What follows belongs to an exercise in optimizing a design on an open flow for small area, a short achievable clock period and few clock cycles; a production flow would make more cautious choices. The RTL was checked by simulation tests, not by an equivalence proof against the original design. Power is estimated from default activity; no workload was simulated.

run 1:
// mips_cpu
module mips_cpu (
  input         clk,
  input         reset,
  output [31:0] imem_addr,
  input  [31:0] imem_rdata,
  output [31:0] dmem_addr,
  output [31:0] dmem_wdata,
  output        dmem_we,
  output        dmem_re,
  input  [31:0] dmem_rdata
);
  localparam OP_R    = 6'b000000;
  localparam OP_J    = 6'b000010;
  localparam OP_BEQ  = 6'b000100;
  localparam OP_BNE  = 6'b000101;
  localparam OP_ADDI = 6'b001000;
  localparam OP_LUI  = 6'b001111;
  localparam OP_LW   = 6'b100011;
  localparam OP_SW   = 6'b101011;
  localparam F_SLL   = 6'b000000;
  localparam F_MULTU = 6'b011001;
  localparam F_ADD   = 6'b100000;
  localparam F_ADDU  = 6'b100001;
  localparam F_SUB   = 6'b100010;
  localparam F_SUBU  = 6'b100011;
  localparam F_XOR   = 6'b100110;
  reg  [29:0] pc;                  
  reg         id_valid;
  reg  [31:0] id_inst;
  reg         id_fastok;           
  reg  [29:0] id_pc1;              
  reg  [4:0]  ex_dest;             
  reg  [31:0] ex_a, ex_b, ex_sd;
  reg         fa_mem, fa_wb, fb_mem, fb_wb, fs_mem, fs_wb;
  reg  [4:0]  ex_shamt;
  reg         ex_sub, ex_xor, ex_sll;
  reg         ex_lw, ex_sw, ex_mul, ex_br, ex_bne, ex_pred;
  reg  [29:0] ex_alt;
  reg  [4:0]  mem_dest;
  reg  [31:0] mem_result, mem_sdata, mem_ma, mem_a3;
  reg  [10:0] mem_m1, mem_m2, mem_m3, mem_m4, mem_n;
  reg         mem_we, mem_re, mem_ld, mem_mul;
  reg  [4:0]  wb_dest;
  reg  [31:0] wb_val, wb_c, wb_d;
  wire        mispredict;
  wire [29:0] ex_target;
  wire        stall;
  assign imem_addr = {pc, 2'b00};
  wire [31:0] fi = imem_rdata;
  wire [29:0] pc1;
  wire [7:0]  t_lo, npc_lo;
  ...
Size: about 160 I/O pins, roughly 81000 um2 of cells after synthesis.
Settings: LEC_CHECK=0, CAP_MARGIN=20, CORE_MARGIN=2, CORE_UTILIZATION=60, CTS_CLUSTER_DIAMETER=80, CTS_CLUSTER_SIZE=24, SLEW_MARGIN=20, SYNTH_HIERARCHICAL=1; clock period 11.5 ns.
standard.sh (not shown) runs the stock make flow with config.mk's settings and CLKGATE_MAP_FILE= SYNTH_SCRIPT=/design/flow/synth_recipe.tcl, a recipe that flattens the netlist after the stock synthesis.
==> flow/flow/run.sh <==
#!/bin/bash
# The standard layout (the standard.sh: standard synthesis, floorplan,
# placement, CTS, routing) with two changes:
# - the buffers that placement puts on every input and output port are
#   buf_4 cells (the platform's MIN_BUF_CELL_AND_PORTS) rather than the
#   default choice;
# - repair_timing works to a setup margin of 8.2 ns, so that it improves
#   paths that already meet the clock period (the SDC is unchanged).
set -euo pipefail
export BUFFER_PORTS_ARGS="-buffer_cell sky130_fd_sc_hd__buf_4"
export SETUP_SLACK_MARGIN=8.2
bash standard.sh > standard_flow.log 2>&1
Run 1 | status: complete | timing, DRC, antenna: pass
Testbench counts of run 1, summed over its fixed seeds: cycles 64,223.
Setup changes, run 1 to run 2
diff --git a/flow/flow/run.sh b/flow/flow/run.sh
--- a/flow/flow/run.sh
+++ b/flow/flow/run.sh
@@ -7 +7 @@
-# - repair_timing works to a setup margin of 8.2 ns, so that it improves
+# - repair_timing works to a setup margin of 7.85 ns, so that it improves
@@ -11 +11 @@
-export SETUP_SLACK_MARGIN=8.2
+export SETUP_SLACK_MARGIN=7.85
--- outcome ---
- Run 1 → run 2: combinational fraction of design power -4.6 points, TritonCTS buffer count +about 2.4%, clock insertion delay at the later pin of the skew report ~0 delta.
- Relative to run 1, the number of standard cells in the layout, taps in and fillers out measured on run 2 has decreased by a few percent.
- Run 2 against run 1: area of combinational cells with multiple inputs saw a decrease, finished layout cell area saw a decrease, portion of the clock cycle consumed by the worst path in the final layout saw an increase, non-clock buffer count saw a decrease.
- Taking run 1 as the reference point, the maximum vdd drop of run 2 rises by 11%.
- Routed wire in run 2 totals less than in run 1.
diff inputs: run 2 => run 3
- putting TNS_END_PERCENT at 50 where nothing was set
diff --git a/flow/flow/run.sh b/flow/flow/run.sh
--- a/flow/flow/run.sh
+++ b/flow/flow/run.sh
@@ -7 +7 @@
-# - repair_timing works to a setup margin of 7.85 ns, so that it improves
+# - repair_timing works to a setup margin of 8.0 ns, so that it improves
@@ -11 +11 @@
-export SETUP_SLACK_MARGIN=7.85
+export SETUP_SLACK_MARGIN=8.0
--- outcome ---
- The final layout from run 3, which completed every stage, passed the timing, DRC and antenna checks at the end of the flow.
- Instance count on the critical path ended up 8 lower on run 3 than on run 2.
- The final reports for run 3 and run 2 show peak per-stage delay on the critical path lower in the former.
- Run 3 vs run 2: data required time at the worst endpoint down in run 3
- Between run 2 and run 3, switching power as a share of total power is lower for run 2, run 3 comes in above that.
- Reported for run 2 and run 3, die extent in y turned out identical to the last digit.
- Compared with run 2, in run 3 met3 routed wirelength moved up, overall power after layout moved up, wire length reported by the detailed router rose about 2.3%.
The following lists how run 4 was set up differently from run 3:
- a deleted TNS_END_PERCENT that had been 50
- a change of CORE_UTILIZATION from 60 to 40
diff --git a/flow/flow/run.sh b/flow/flow/run.sh
--- a/flow/flow/run.sh
+++ b/flow/flow/run.sh
@@ -7 +7 @@
-# - repair_timing works to a setup margin of 8.0 ns, so that it improves
+# - repair_timing works to a setup margin of 7.85 ns, so that it improves
@@ -11 +11 @@
-export SETUP_SLACK_MARGIN=8.0
+export SETUP_SLACK_MARGIN=7.85
--- outcome ---
Run 4 against run 3; routed wire length is up by a few percent. The worst hold slack was comparable across run 3 and run 4. As of run 4, number of vias per cell after detailed routing had fallen by more than 10% compared to run 3. Of run 3 and run 4, the lower tap cell count belongs to run 3. Run 4 against run 3: clock power increased by about 7% relative to the old numbers, fraction of area in registers stayed essentially flat.
Setup changes, run 4 to run 5
- removing CTS_CLUSTER_DIAMETER (formerly 80)
- removing CTS_CLUSTER_SIZE (formerly 24)
diff --git a/flow/flow/run.sh b/flow/flow/run.sh
--- a/flow/flow/run.sh
+++ b/flow/flow/run.sh
@@ -7 +7 @@
-# - repair_timing works to a setup margin of 7.85 ns, so that it improves
+# - repair_timing works to a setup margin of 7.5 ns, so that it improves
@@ -11 +11 @@
-export SETUP_SLACK_MARGIN=7.85
+export SETUP_SLACK_MARGIN=7.5
==> comparison <==
Run 4 → run 5: total power increased by 9.8% relative to the old numbers, number of ordinary and repair buffers in the finished layout decreased by 103 relative to the old numbers, clock period minus final worst setup slack increased by 270 ps relative to the old numbers, y dimension of the die closely matched the old numbers.

==> re-timing with driven ports <==
The flow's constraints put no driver on any port. The routed layouts listed below were extracted and timed again, unchanged, in two steps.
Step 1 (the two cells are an assumption about what drives the block):
set clk [get_ports {clk}]
set_driving_cell -lib_cell sky130_fd_sc_hd__clkbuf_16 $clk
set_driving_cell -lib_cell sky130_fd_sc_hd__buf_2 [delete_from_list [all_inputs] $clk]
Step 2 moves the port delays by t, midway between the first and last clock arrival at a register: inputs arrive t later, outputs are due t later. That takes back most of the time a late clock gives input paths.
Three values: no drivers, after step 1, after step 2; two values: the first two.
| run | t, ns | slack for setup (ns) | clock arrival spread, ns |
|---|---|---|---|
| run 1 | 0.837 | 7.844 / 7.803 / 7.113 | 0.061 / 0.060 |
| run 2 | 0.820 | 7.738 / 7.738 / 7.025 | 0.064 / 0.064 |
| run 3 | 0.839 | 7.815 / 7.739 / 7.055 | 0.051 / 0.051 |
| run 4 | 0.851 | 7.789 / 7.755 / 7.131 | 0.060 / 0.060 |
| run 5 | 0.897 | 7.521 / 7.436 / 6.770 | 0.035 / 0.035 |
After both steps setup and hold are still met in every run listed. For run 3, which loses most, drivers alone change the setup slack by -0.076 ns; drivers and shift together by -0.760 ns.
